Source: an optimization exercise on an open RTL-to-GDS flow (aim: small area and a short achievable clock period). Production flows keep margins and buffers that such runs may drop.
Power and IR drop assume default switching activity.

==> flow/design.v <==
module fpadder(input [15:0] A, input [15:0] B, input clk, input rst, output reg [15:0] C);
wire [5:0] dbo = {1'b0, A[14:10]} - {1'b0, B[14:10]};
wire [4:0] dba = B[14:10] - A[14:10];
reg        sa1, sb1, abig1;
reg [4:0]  eb1, ad1;
reg [9:0]  ma1, mb1;
always @(posedge clk) begin
	sa1   <= A[15];
	sb1   <= B[15];
	abig1 <= ~dbo[5] & ((|dbo[4:0]) | (A[9:0] > B[9:0]));
	eb1   <= B[14:10];
	ad1   <= dbo[5] ? dba : dbo[4:0];
	ma1   <= A[9:0];
	mb1   <= B[9:0];
end
wire [9:0]  xm1 = abig1 ? ma1 : mb1;
wire [9:0]  ym1 = abig1 ? mb1 : ma1;
wire [10:0] ys = {1'b1, ym1} >> ad1[3:0];
wire [10:0] yv = ad1[4] ? 11'd0 : ys;
wire        sub1 = sa1 ^ sb1;
reg        sign2, sub2;
reg [4:0]  exp2;    
reg [9:0]  xm2;
reg [10:0] ym2;
always @(posedge clk) begin
	sign2 <= abig1 ? sa1 : sb1;
	sub2  <= sub1;
	exp2  <= eb1 + (abig1 ? ad1 : 5'd0) + 5'd1;
	xm2   <= xm1 ^ {10{sub1}};
	ym2   <= yv;
end
wire [11:0] t = {sub2, ~sub2, xm2} + {1'b0, ym2};
wire [11:0] s = t ^ {12{sub2}};
reg        sign3;
reg [4:0]  exp3;    
reg [11:0] s3;
always @(posedge clk) begin
	sign3 <= sign2;
	exp3  <= exp2;
	s3    <= s;
end
reg [3:0] k;
always @(*) begin
	casez (s3[11:1])
	11'b1??????????: k = 4'd0;
	11'b01?????????: k = 4'd1;
	11'b001????????: k = 4'd2;
	11'b0001???????: k = 4'd3;
	11'b00001??????: k = 4'd4;
	11'b000001?????: k = 4'd5;
	11'b0000001????: k = 4'd6;
	11'b00000001???: k = 4'd7;
	11'b000000001??: k = 4'd8;
	11'b0000000001?: k = 4'd9;
	11'b00000000001: k = 4'd10;
	default:         k = 4'd1;
	endcase
end
wire [12:0] w = {s3, 1'b0} << k;
wire [2:0] el  = {1'b0, exp3[1:0]} - {1'b0, k[1:0]};
wire [2:0] x0 = exp3[4:2];
wire [2:0] x1 = exp3[4:2] - 3'd1;
wire [2:0] x2 = exp3[4:2] - 3'd2;
wire [2:0] x3 = exp3[4:2] - 3'd3;
wire [2:0] eh0 = k[3] ? x2 : (k[2] ? x1 : x0);
wire [2:0] eh1 = k[3] ? x3 : (k[2] ? x2 : x1);
wire [2:0] eh  = el[2] ? eh1 : eh0;
wire zero = ~sign3 && exp3 == 5'd1 && s3 == 12'h800;
always @(posedge clk)
	C <= {sign3, eh, el[1], el[0] & ~zero, w[11:2]};
endmodule
==> flow/config.mk <==
export PLATFORM = sky130hd
export DESIGN_NAME = fpadder
export DESIGN_NICKNAME = fpadder
export VERILOG_FILES = /design/flow/design.v
export SDC_FILE = /design/flow/constraint.sdc
export NUM_CORES = 4
export LEC_CHECK = 0
export ABC_AREA = 1
export CAP_MARGIN = 20
export CORE_MARGIN = 2
export CORE_UTILIZATION = 65
export CTS_BUF_LIST = sky130_fd_sc_hd__clkbuf_4 sky130_fd_sc_hd__clkbuf_8
export CTS_CLUSTER_DIAMETER = 80
export CTS_CLUSTER_SIZE = 50
export SETUP_SLACK_MARGIN = 2.0
export SLEW_MARGIN = 20
export TNS_END_PERCENT = 0
==> flow/constraint.sdc <==
create_clock -name core_clock -period 4.0 [get_ports {clk}]
set_input_delay 0.8000 -clock core_clock [delete_from_list [all_inputs] [get_ports {clk}]]
set_output_delay 0.8000 -clock core_clock [all_outputs]
set_load 0.01 [all_outputs]
standard.sh (not shown) runs the stock make flow with config.mk's settings and CLKGATE_MAP_FILE= SYNTH_SCRIPT=/design/flow/synth_recipe.tcl, a recipe that flattens the netlist after the stock synthesis.
==> flow/flow/run.sh <==
#!/bin/bash
# Standard layout, with plain buffers (not delay cells) on the ports.
set -euo pipefail
export BUFFER_PORTS_ARGS="-buffer_cell sky130_fd_sc_hd__buf_2"
bash standard.sh > standard.log 2>&1
Rerun with:
--- a/flow/design.v
+++ b/flow/design.v
@@ -26,18 +26,17 @@
 	sign2 <= abig1 ? sa1 : sb1;
 	sub2  <= sub1;
 	exp2  <= eb1 + (abig1 ? ad1 : 5'd0) + 5'd1;
-	xm2   <= xm1 ^ {10{sub1}};
-	ym2   <= yv;
+	xm2   <= xm1;
+	ym2   <= yv ^ {11{sub1}};
 end
-wire [11:0] t = {sub2, ~sub2, xm2} + {1'b0, ym2};
-wire [11:0] s = t ^ {12{sub2}};
+wire [12:0] s = {2'b01, xm2, 1'b1} + {sub2, ym2, sub2};
 reg        sign3;
 reg [4:0]  exp3;    
 reg [11:0] s3;
 always @(posedge clk) begin
 	sign3 <= sign2;
 	exp3  <= exp2;
-	s3    <= s;
+	s3    <= s[12:1];
 end
 reg [3:0] k;
 always @(*) begin
@@ -57,15 +56,22 @@
 	endcase
 end
 wire [12:0] w = {s3, 1'b0} << k;
-wire [2:0] el  = {1'b0, exp3[1:0]} - {1'b0, k[1:0]};
-wire [2:0] x0 = exp3[4:2];
-wire [2:0] x1 = exp3[4:2] - 3'd1;
-wire [2:0] x2 = exp3[4:2] - 3'd2;
-wire [2:0] x3 = exp3[4:2] - 3'd3;
-wire [2:0] eh0 = k[3] ? x2 : (k[2] ? x1 : x0);
-wire [2:0] eh1 = k[3] ? x3 : (k[2] ? x2 : x1);
-wire [2:0] eh  = el[2] ? eh1 : eh0;
+wire [3:0] el  = {1'b0, exp3[2:0]} - {1'b0, k[2:0]};
+wire [1:0] eh0 = exp3[4:3] - {1'b0, k[3]};
+wire [1:0] eh1 = exp3[4:3] - {1'b0, k[3]} - 2'd1;
 wire zero = ~sign3 && exp3 == 5'd1 && s3 == 12'h800;
-always @(posedge clk)
-	C <= {sign3, eh, el[1], el[0] & ~zero, w[11:2]};
+reg        sign4, b4;
+reg [1:0]  eh04, eh14;
+reg [2:0]  el4;
+reg [9:0]  m4;
+always @(posedge clk) begin
+	sign4 <= sign3;
+	m4    <= w[11:2];
+	el4   <= {el[2:1], el[0] & ~zero};
+	eh04  <= eh0;
+	eh14  <= eh1;
+	b4    <= el[3];
+end
+always @(*)
+	C = {sign4, b4 ? eh14 : eh04, el4, m4};
 endmodule
Effect: Power fell by 7.3%. Non-clock buffer count rose by 2. Wire length is about the same. Setup slack gains 98 ps. Synthesized area fell by 3.6%. Clock power fell by 11%. Combinational power fell by 14%. Die area fell by 3.5%. Sequential power rose by about 3%. Sequential cell count rose by 3. Synthesized cell count fell by 1.6%. Maximum frequency rose by 4.8%. Sequential share of layout area rose by 1.8 points.
Function was not checked in any run of this note: the RTL went through the layout flow alone.

-- afterwards: timing with drivers on the ports --
No port has a modelled driver above. Below, the same layouts with a new extraction and two added sets of constraints.
Step 1 assumes that a clkbuf_16 drives the clock port and a buf_2 every other input.
Step 2, shift: input delay + t, output delay - t, t = (earliest + latest rising clock arrival at the registers) / 2. This alone moves slack from input paths to output paths.
a / b / c = no drivers / after step 1 / after step 2; a / b = the first two.
| run | t (ns) | setup slack, ns | latest minus earliest clock arrival (ns) | pins driven straight from the clock port |
|---|---|---|---|---|
| the first run | 0.401 | 1.855 / 1.855 / 1.616 | 0.015 / 0.015 | 1 |
| the second run | 0.382 | 1.953 / 1.966 / 1.584 | 0.015 / 0.014 | 1 |
After both steps every run listed still meets setup and hold. For the second run, which loses most, drivers alone change the setup slack by +0.013 ns; drivers and shift together by -0.369 ns.
